Context: an optimization exercise on an open-source flow, tuned for small area and a short achievable clock period. The choices shown serve that exercise and are no tape-out recipe. Where RTL was checked, it was by simulation tests only, not by an equivalence proof against the original. Power and IR drop assume default switching activity.

Setup of lagoon:
==> flow/design.v <==
`timescale 1ns / 1ps
module fadd_align (a,b,sub,s_is_nan,s_is_inf,sign,temp_exp,
op_sub,large_frac23,small_win,small_sticky);
	input [31:0] a,b;
	input sub;
	output s_is_nan, s_is_inf, sign, op_sub;
	output [7:0] temp_exp;
	output [22:0] large_frac23;
	output [25:0] small_win;      
	output small_sticky;          
	wire [7:0] ea = a[30:23], eb = b[30:23];
	wire a_ff = &ea, b_ff = &eb;
	wire a_f0 = ~|a[22:0], b_f0 = ~|b[22:0];
	wire a_inf = a_ff & a_f0, b_inf = b_ff & b_f0;
	wire a_nan = a_ff & ~a_f0, b_nan = b_ff & ~b_f0;
	assign op_sub = sub ^ a[31] ^ b[31];
	assign s_is_inf = a_inf | b_inf;
	assign s_is_nan = a_nan | b_nan | (op_sub & a_inf & b_inf);
	wire pay_b = b[21:0] > a[21:0];
	wire exchange = (b[30:22] > a[30:22]) | (b[30:22] == a[30:22]) & pay_b;
	wire x = s_is_nan ? pay_b : exchange;
	wire [30:0] fp_large = x ? b[30:0] : a[30:0];
	wire [30:0] fp_small = x ? a[30:0] : b[30:0];
	assign sign = x ? sub ^ b[31] : a[31];
	assign temp_exp = fp_large[30:23];
	assign large_frac23 = fp_large[22:0];
	wire [23:0] small24 = {|fp_small[30:23], fp_small[22:0]};
	wire [7:0] fa = {ea[7:1], ea[0] | ~|ea};
	wire [7:0] fb = {eb[7:1], eb[0] | ~|eb};
	wire [8:0] d1 = {1'b0, fa} - {1'b0, fb};
	wire [7:0] d2 = fb - fa;
	wire [7:0] d = d1[8] ? d2 : d1[7:0];
	wire sat = |d[7:5] | s_is_nan;
	wire [49:0] y = {small24, 26'h0} >> d[4:0];
	assign small_win = sat ? 26'h0 : y[49:24];
	wire [23:0] po;
	assign po[0] = small24[0];
	genvar i;
	generate
		for (i = 1; i < 24; i = i + 1) begin : por
			assign po[i] = po[i-1] | small24[i];
		end
	endgenerate
	wire [31:0] q = {{6{po[23]}}, po[22:0], 3'b000};
	assign small_sticky = ~s_is_nan & (sat ? po[23] : q[d[4:0]]);
endmodule
`timescale 1ns / 1ps
module reg_align_cal (a_rm,a_is_nan,a_is_inf,a_sign,a_exp,
a_op_sub,a_large_frac,a_small_win,a_small_sticky,clk,clrn,e,
c_rm,c_is_nan,c_is_inf,c_sign,c_exp,c_op_sub,c_large_frac,c_small_win,
c_small_sticky,c_valid);  
	input [25:0] a_small_win;
	input [22:0] a_large_frac;
	input [7:0] a_exp;
	input [1:0] a_rm;
	input a_is_nan, a_is_inf, a_sign, a_op_sub, a_small_sticky;
	input e;  
	input clk, clrn;  
	output reg [25:0] c_small_win;
	output reg [22:0] c_large_frac;
	output reg [7:0] c_exp;
	output reg [1:0] c_rm;
	output reg c_is_nan,c_is_inf,c_sign,c_op_sub,c_small_sticky;
	output reg c_valid;
	always @ (posedge clk or negedge clrn) begin
		if (!clrn) c_valid <= 0;
		else if (e) c_valid <= 1'b1;
	end
	always @ (posedge clk) begin
		if (e) begin
			c_rm <= a_rm;
			c_is_nan <= a_is_nan;
			c_is_inf <= a_is_inf;
			c_sign <= a_sign;
			c_exp <= a_exp;
			c_op_sub <= a_op_sub;
			c_large_frac <= a_large_frac;
			c_small_win <= a_small_win;
			c_small_sticky <= a_small_sticky;
		end
	end
endmodule
`timescale 1ns / 1ps
module fadd_cal (op_sub,temp_exp,large_frac23,small_win,
small_sticky,frac,grs,exp0);
	input op_sub;
	input [7:0] temp_exp;
	input [22:0] large_frac23;
	input [25:0] small_win;
	input small_sticky;
	output [23:0] frac;     
	output [1:0] grs;       
	output [7:0] exp0;      
	wire [26:0] small27 = {small_win, small_sticky};
	wire [27:0] large28 = {1'b0, |temp_exp, large_frac23, 3'b000};
	wire [27:0] cal;
	fadd_add28 adder (large28, {1'b0, small27} ^ {28{op_sub}}, op_sub, cal);
	wire [7:0] ee = {temp_exp[7:1], temp_exp[0] | ~|temp_exp};
	wire [27:0] marker = (ee <= 8'd27) ? (28'h8000000 >> ee) : 28'h0;
	wire [27:0] m = cal | marker;
	wire [4:0] lz;
	fadd_lzc32 lzc ({m, 4'h0}, lz);
	wire [4:0] sh = lz;
	wire [27:0] nrm = cal << sh;
	assign frac = nrm[27:4];
	assign grs = {nrm[3], |nrm[2:1]};
	wire [7:0] e1 = temp_exp + 8'd1;
	wire [5:0] lo = {1'b0, e1[4:0]} - {1'b0, sh};
	wire [2:0] hi_m1 = e1[7:5] - 3'd1;
	assign exp0 = {lo[5] ? hi_m1 : e1[7:5], lo[4:0]};
endmodule
module fadd_add28 (x, y, ci, sum);
	input [27:0] x, y;
	input ci;
	output [27:0] sum;
	wire [31:0] g [0:5];
	wire [31:0] p [0:5];
	assign g[0] = {3'b0, x & y, ci};
	assign p[0] = {3'b0, x ^ y, 1'b0};
	genvar l, i;
	generate
		for (l = 0; l < 5; l = l + 1) begin : lv
			for (i = 0; i < 32; i = i + 1) begin : nd
				if ((i >> l) & 1) begin : c
					assign g[l+1][i] = g[l][i] | p[l][i] & g[l][((i >> l) << l) - 1];
					assign p[l+1][i] = p[l][i] & p[l][((i >> l) << l) - 1];
				end else begin : k
					assign g[l+1][i] = g[l][i];
					assign p[l+1][i] = p[l][i];
				end
			end
		end
	endgenerate
	assign sum = (x ^ y) ^ g[5][27:0];
endmodule
module fadd_lzc32 (x, lz);
	input [31:0] x;
	output [4:0] lz;
	wire [31:0] v [0:5];
	wire [4:0] c [0:5][0:31];
	genvar l, i;
	generate
		for (i = 0; i < 32; i = i + 1) begin : leaf
			assign v[0][i] = x[i];
			assign c[0][i] = 5'd0;
		end
		for (l = 1; l <= 5; l = l + 1) begin : lv
			for (i = 0; i < (32 >> l); i = i + 1) begin : nd
				wire hv = v[l-1][2*i+1];
				assign v[l][i] = hv | v[l-1][2*i];
				assign c[l][i] = hv ? c[l-1][2*i+1] : (c[l-1][2*i] | (5'd1 << (l-1)));
			end
			for (i = (32 >> l); i < 32; i = i + 1) begin : pad
				assign v[l][i] = 1'b0;
				assign c[l][i] = 5'd0;
			end
		end
	endgenerate
	assign lz = c[5][0];
endmodule
`timescale 1ns / 1ps
module reg_cal_norm (c_rm,c_is_nan,c_is_inf,c_sign,c_exp,c_frac,c_grs,c_valid,
clk,clrn,e,n_rm,n_is_nan,n_is_inf,n_sign,n_exp,n_frac,n_grs,n_valid);  
	input [23:0] c_frac;
	input [1:0] c_grs;
	input [7:0] c_exp;
	input [1:0] c_rm;
	input c_is_nan, c_is_inf, c_sign, c_valid;
	input e;  
	input clk, clrn;  
	output reg [23:0] n_frac;
	output reg [1:0] n_grs;
	output reg [7:0] n_exp;
	output reg [1:0] n_rm;
	output reg n_is_nan,n_is_inf,n_sign;
	output reg n_valid;
	always @ (posedge clk or negedge clrn) begin
		if (!clrn) n_valid <= 0;
		else if (e) n_valid <= c_valid;
	end
	always @ (posedge clk) begin
		if (e) begin
			n_rm <= c_rm;
			n_is_nan <= c_is_nan;
			n_is_inf <= c_is_inf;
			n_sign <= c_sign;
			n_exp <= c_exp;
			n_frac <= c_frac;
			n_grs <= c_grs;
		end
	end
endmodule
`timescale 1ns / 1ps
module fadd_norm (rm,is_nan,is_inf,sign,exp0,frac,grs,valid,s);
	input [1:0] rm;
	input is_nan, is_inf, sign;
	input [7:0] exp0;
	input [23:0] frac;
	input [1:0] grs;
	input valid;            
	output [31:0] s;
	wire g = grs[1], st = grs[0];
	wire frac_plus_1 =
		~rm[1] & ~rm[0] & g & (st | frac[0]) |
		~rm[1] &  rm[0] & (g | st) & sign |
		 rm[1] & ~rm[0] & (g | st) & ~sign;
	wire [31:0] pa [0:5];
	assign pa[0] = {9'h0, frac[22:0]};
	genvar l, i;
	generate
		for (l = 0; l < 5; l = l + 1) begin : lv
			for (i = 0; i < 32; i = i + 1) begin : nd
				if ((i >> l) & 1) begin : c
					assign pa[l+1][i] = pa[l][i] & pa[l][((i >> l) << l) - 1];
				end else begin : p
					assign pa[l+1][i] = pa[l][i];
				end
			end
		end
	endgenerate
	wire [22:0] ones = pa[5][22:0];
	wire [22:0] fr_inc = frac[22:0] ^ ({ones[21:0], 1'b1} & {23{frac_plus_1}});
	wire carry = frac_plus_1 & ones[22];
	wire e_ff = &exp0;
	wire e_fe = &exp0[7:1] & ~exp0[0];
	wire [7:0] eo;   
	assign eo[0] = 1'b1;
	generate
		for (i = 1; i < 8; i = i + 1) begin : eon
			assign eo[i] = &exp0[i-1:0];
		end
	endgenerate
	wire [7:0] exp_inc = exp0 ^ (eo & {8{carry}});
	wire [7:0] exponent = frac[23] ? exp_inc : 8'h00;
	wire overflow = frac[23] & (e_ff | e_fe & carry);
	wire to_max = rm[1] & rm[0] | ~rm[1] & rm[0] & ~sign | rm[1] & ~rm[0] & sign;
	assign s = ~valid   ? 32'h0 :
	           is_nan   ? {1'b1, 8'hff, 1'b1, fr_inc[21:0]} :
	           overflow ? (to_max ? {sign, 8'hfe, 23'h7fffff} : {sign, 8'hff, 23'h0}) :
	           is_inf   ? {sign, 8'hff, 23'h0} :
	                      {sign, exponent, fr_inc};
endmodule
`timescale 1ns / 1ps
module pipelined_fpadder (a,b,sub,rm,s,clk,clrn,e);  
	input clk, clrn;  
	input [31:0] a, b;  
	input [1:0] rm;  
	input sub;  
	input e;  
	output [31:0] s;  
	wire a_is_nan, a_is_inf, a_sign, a_op_sub, a_small_sticky;
	wire [7:0] a_exp;
	wire [22:0] a_large_frac;
	wire [25:0] a_small_win;
	fadd_align alignment (a,b,sub,a_is_nan,a_is_inf,a_sign,a_exp,a_op_sub,
	a_large_frac,a_small_win,a_small_sticky);
	wire c_is_nan, c_is_inf, c_sign, c_op_sub, c_small_sticky;
	wire [7:0] c_exp;
	wire c_valid;
	wire [1:0] c_rm;
	wire [22:0] c_large_frac;
	wire [25:0] c_small_win;
	reg_align_cal reg_ac (rm,a_is_nan,a_is_inf,a_sign,a_exp,a_op_sub,
	a_large_frac,a_small_win,a_small_sticky,clk,clrn,e,
	c_rm,c_is_nan,c_is_inf,c_sign,c_exp,c_op_sub,c_large_frac,c_small_win,
	c_small_sticky,c_valid);
	wire [23:0] c_frac;
	wire [1:0] c_grs;
	wire [7:0] c_exp0;
	fadd_cal calculation (c_op_sub,c_exp,c_large_frac,c_small_win,
	c_small_sticky,c_frac,c_grs,c_exp0);
	wire [23:0] n_frac;
	wire [1:0] n_grs;
	wire [7:0] n_exp;
	wire [1:0] n_rm;
	wire n_is_nan, n_is_inf, n_sign, n_valid;
	reg_cal_norm reg_cn (c_rm,c_is_nan,c_is_inf,c_sign,c_exp0,c_frac,c_grs,c_valid,
	clk,clrn,e,n_rm,n_is_nan,n_is_inf,n_sign,n_exp,n_frac,n_grs,n_valid);
	fadd_norm normalization (n_rm,n_is_nan,n_is_inf,n_sign,n_exp,n_frac,n_grs,n_valid,s);
endmodule
export LEC_CHECK = 0
export ABC_AREA = 1
export CAP_MARGIN = 20
export CORE_MARGIN = 2
export CORE_UTILIZATION = 40
export SLEW_MARGIN = 20
export SYNTH_HIERARCHICAL = 1
create_clock -name core_clock -period 10.0 [get_ports {clk}]
standard.sh (not shown) runs the stock make flow with config.mk's settings and CLKGATE_MAP_FILE= SYNTH_SCRIPT=/design/flow/synth_recipe.tcl, a recipe that flattens the netlist after the stock synthesis.
==> flow/flow/run.sh <==
#!/bin/bash
# The standard layout (standard.sh, its own synthesis script and
# registers), with two changes to how the layout is made:
# - plain buffers on the ports in place of the delay cells buffer_ports picks
#   by default (every port still gets its buffer);
# - no full/half adder cells in synthesis (ADDER_MAP_FILE empty), so abc maps
#   the arithmetic as plain logic and can restructure it;
# - timing repair aims at 5 ns of setup slack.
set -euo pipefail
export BUFFER_PORTS_ARGS="-buffer_cell sky130_fd_sc_hd__buf_2"
bash standard.sh ADDER_MAP_FILE= SETUP_SLACK_MARGIN=5 finish > standard_make.log 2>&1
The inputs of xenon differ from those of lagoon as listed below.
-- flow/design.v --
<<< lagoon, line 83
`timescale 1ns / 1ps
module fadd_cal (op_sub,temp_exp,large_frac23,small_win,
small_sticky,frac,grs,exp0);
	input op_sub;
	input [7:0] temp_exp;
>>> xenon, line 83
`timescale 1ns / 1ps
module fadd_cal (op_sub,temp_exp,large_frac23,small_win,
small_sticky,valid,frac,grs,exp0);
	input op_sub;
	input [7:0] temp_exp;
<<< lagoon, line 89
	input [25:0] small_win;
	input small_sticky;
	output [23:0] frac;     
	output [1:0] grs;       
>>> xenon, line 89
	input [25:0] small_win;
	input small_sticky;
	input valid;            
	output [23:0] frac;     
	output [1:0] grs;       
<<< lagoon, line 101
	wire [4:0] lz;
	fadd_lzc32 lzc ({m, 4'h0}, lz);
	wire [4:0] sh = lz;
	wire [27:0] nrm = cal << sh;
	assign frac = nrm[27:4];
>>> xenon, line 102
	wire [4:0] lz;
	fadd_lzc32 lzc ({m, 4'h0}, lz);
	wire [4:0] sh = valid ? lz : 5'd31;
	wire [27:0] nrm = cal << sh;
	assign frac = nrm[27:4];
<<< lagoon, line 161
`timescale 1ns / 1ps
module reg_cal_norm (c_rm,c_is_nan,c_is_inf,c_sign,c_exp,c_frac,c_grs,c_valid,
clk,clrn,e,n_rm,n_is_nan,n_is_inf,n_sign,n_exp,n_frac,n_grs,n_valid);  
	input [23:0] c_frac;
	input [1:0] c_grs;
>>> xenon, line 162
`timescale 1ns / 1ps
module reg_cal_norm (c_rm,c_is_nan,c_is_inf,c_sign,c_exp,c_frac,c_grs,c_valid,
clk,clrn,e,n_rm,n_is_nan,n_is_inf,n_sign,n_exp,n_frac,n_grs);  
	input [23:0] c_frac;
	input [1:0] c_grs;
<<< lagoon, line 174
	output reg [1:0] n_rm;
	output reg n_is_nan,n_is_inf,n_sign;
	output reg n_valid;
	always @ (posedge clk or negedge clrn) begin
		if (!clrn) n_valid <= 0;
		else if (e) n_valid <= c_valid;
	end
	always @ (posedge clk) begin
		if (e) begin
			n_rm <= c_rm;
			n_is_nan <= c_is_nan;
			n_is_inf <= c_is_inf;
			n_sign <= c_sign;
			n_exp <= c_exp;
			n_frac <= c_frac;
			n_grs <= c_grs;
		end
	end
endmodule
`timescale 1ns / 1ps
module fadd_norm (rm,is_nan,is_inf,sign,exp0,frac,grs,valid,s);
	input [1:0] rm;
	input is_nan, is_inf, sign;
>>> xenon, line 175
	output reg [1:0] n_rm;
	output reg n_is_nan,n_is_inf,n_sign;
	always @ (posedge clk or negedge clrn) begin
		if (!clrn) begin
			n_is_nan <= 0;
			n_is_inf <= 0;
			n_sign <= 0;
			n_frac <= 0;
			n_grs <= 0;
		end else if (e) begin
			n_is_nan <= c_is_nan & c_valid;
			n_is_inf <= c_is_inf & c_valid;
			n_sign <= c_sign & c_valid;
			n_frac <= c_frac;
			n_grs <= c_grs;
		end
	end
	always @ (posedge clk) begin
		if (e) begin
			n_rm <= c_rm;
			n_exp <= c_exp;
		end
	end
endmodule
`timescale 1ns / 1ps
module fadd_norm (rm,is_nan,is_inf,sign,exp0,frac,grs,s);
	input [1:0] rm;
	input is_nan, is_inf, sign;
<<< lagoon, line 198
	input [23:0] frac;
	input [1:0] grs;
	input valid;            
	output [31:0] s;
	wire g = grs[1], st = grs[0];
>>> xenon, line 204
	input [23:0] frac;
	input [1:0] grs;
	output [31:0] s;
	wire g = grs[1], st = grs[0];
<<< lagoon, line 235
	wire overflow = frac[23] & (e_ff | e_fe & carry);
	wire to_max = rm[1] & rm[0] | ~rm[1] & rm[0] & ~sign | rm[1] & ~rm[0] & sign;
	assign s = ~valid   ? 32'h0 :
	           is_nan   ? {1'b1, 8'hff, 1'b1, fr_inc[21:0]} :
	           overflow ? (to_max ? {sign, 8'hfe, 23'h7fffff} : {sign, 8'hff, 23'h0}) :
	           is_inf   ? {sign, 8'hff, 23'h0} :
>>> xenon, line 240
	wire overflow = frac[23] & (e_ff | e_fe & carry);
	wire to_max = rm[1] & rm[0] | ~rm[1] & rm[0] & ~sign | rm[1] & ~rm[0] & sign;
	assign s = is_nan   ? {1'b1, 8'hff, 1'b1, fr_inc[21:0]} :
	           overflow ? (to_max ? {sign, 8'hfe, 23'h7fffff} : {sign, 8'hff, 23'h0}) :
	           is_inf   ? {sign, 8'hff, 23'h0} :
<<< lagoon, line 269
	wire [7:0] c_exp0;
	fadd_cal calculation (c_op_sub,c_exp,c_large_frac,c_small_win,
	c_small_sticky,c_frac,c_grs,c_exp0);
	wire [23:0] n_frac;
	wire [1:0] n_grs;
	wire [7:0] n_exp;
	wire [1:0] n_rm;
	wire n_is_nan, n_is_inf, n_sign, n_valid;
	reg_cal_norm reg_cn (c_rm,c_is_nan,c_is_inf,c_sign,c_exp0,c_frac,c_grs,c_valid,
	clk,clrn,e,n_rm,n_is_nan,n_is_inf,n_sign,n_exp,n_frac,n_grs,n_valid);
	fadd_norm normalization (n_rm,n_is_nan,n_is_inf,n_sign,n_exp,n_frac,n_grs,n_valid,s);
endmodule
>>> xenon, line 273
	wire [7:0] c_exp0;
	fadd_cal calculation (c_op_sub,c_exp,c_large_frac,c_small_win,
	c_small_sticky,c_valid,c_frac,c_grs,c_exp0);
	wire [23:0] n_frac;
	wire [1:0] n_grs;
	wire [7:0] n_exp;
	wire [1:0] n_rm;
	wire n_is_nan, n_is_inf, n_sign;
	reg_cal_norm reg_cn (c_rm,c_is_nan,c_is_inf,c_sign,c_exp0,c_frac,c_grs,c_valid,
	clk,clrn,e,n_rm,n_is_nan,n_is_inf,n_sign,n_exp,n_frac,n_grs);
	fadd_norm normalization (n_rm,n_is_nan,n_is_inf,n_sign,n_exp,n_frac,n_grs,s);
endmodule
## What came out
xenon completed end to end with timing, DRC and antenna clean. Diff xenon and lagoon: global-route wire length before repair higher in xenon. In xenon, the fmax came out about 0.9% above the value in lagoon. Summary of xenon over lagoon: floorplan core area climbed 900 sq um; power now sits higher. Comparing the two runs side by side, xenon comes out behind lagoon on summed area of non-filler cells in the final layout. xenon against lagoon: share of total power consumed by net switching increased 1.8 points; total via count after detailed routing increased about 5%; proportion of cell area occupied by registers decreased 1.6 points; number of stages on the worst setup path increased 3; part of the total power dissipated in sequential elements decreased 2.2 points. Slowest cell on the critical path: sky130_fd_sc_hd__nand2_1 -> lagoon, sky130_fd_sc_hd__inv_2 -> xenon. When xenon is measured against lagoon, its count of sequential standard cells turns out about 1% lower.
No functional check of the RTL was part of xenon.

==> port drivers added, routing unchanged <==
How much do the figures lean on ideal ports? The routed layouts below were timed once more, with nothing changed but the port constraints. Step 1 sets driving cells, clkbuf_16 on the clock port and buf_2 on the other inputs (assumed; they add their load-dependent delay and slew). Step 2, shift: input delay + t, output delay - t, t = (earliest + latest rising clock arrival at the registers) / 2. This alone moves slack from input paths to output paths. Three values: no drivers, after step 1, after step 2; two values: the first two.
run | t, ns | slack for setup (ns) | worst setup path at the end | slew at the worst register clock pin (ns) | cell pins on the clock port's net
lagoon | 0.401 | 5.220 / 5.235 / 4.834 | input to register | 0.08 / 0.08 | 1
xenon | 0.402 | 5.262 / 5.286 / 4.884 | input to register | 0.08 / 0.08 | 1
After both steps every run listed still meets setup and hold. For lagoon, which loses most, drivers alone change the setup slack by +0.015 ns; drivers and shift together by -0.386 ns.
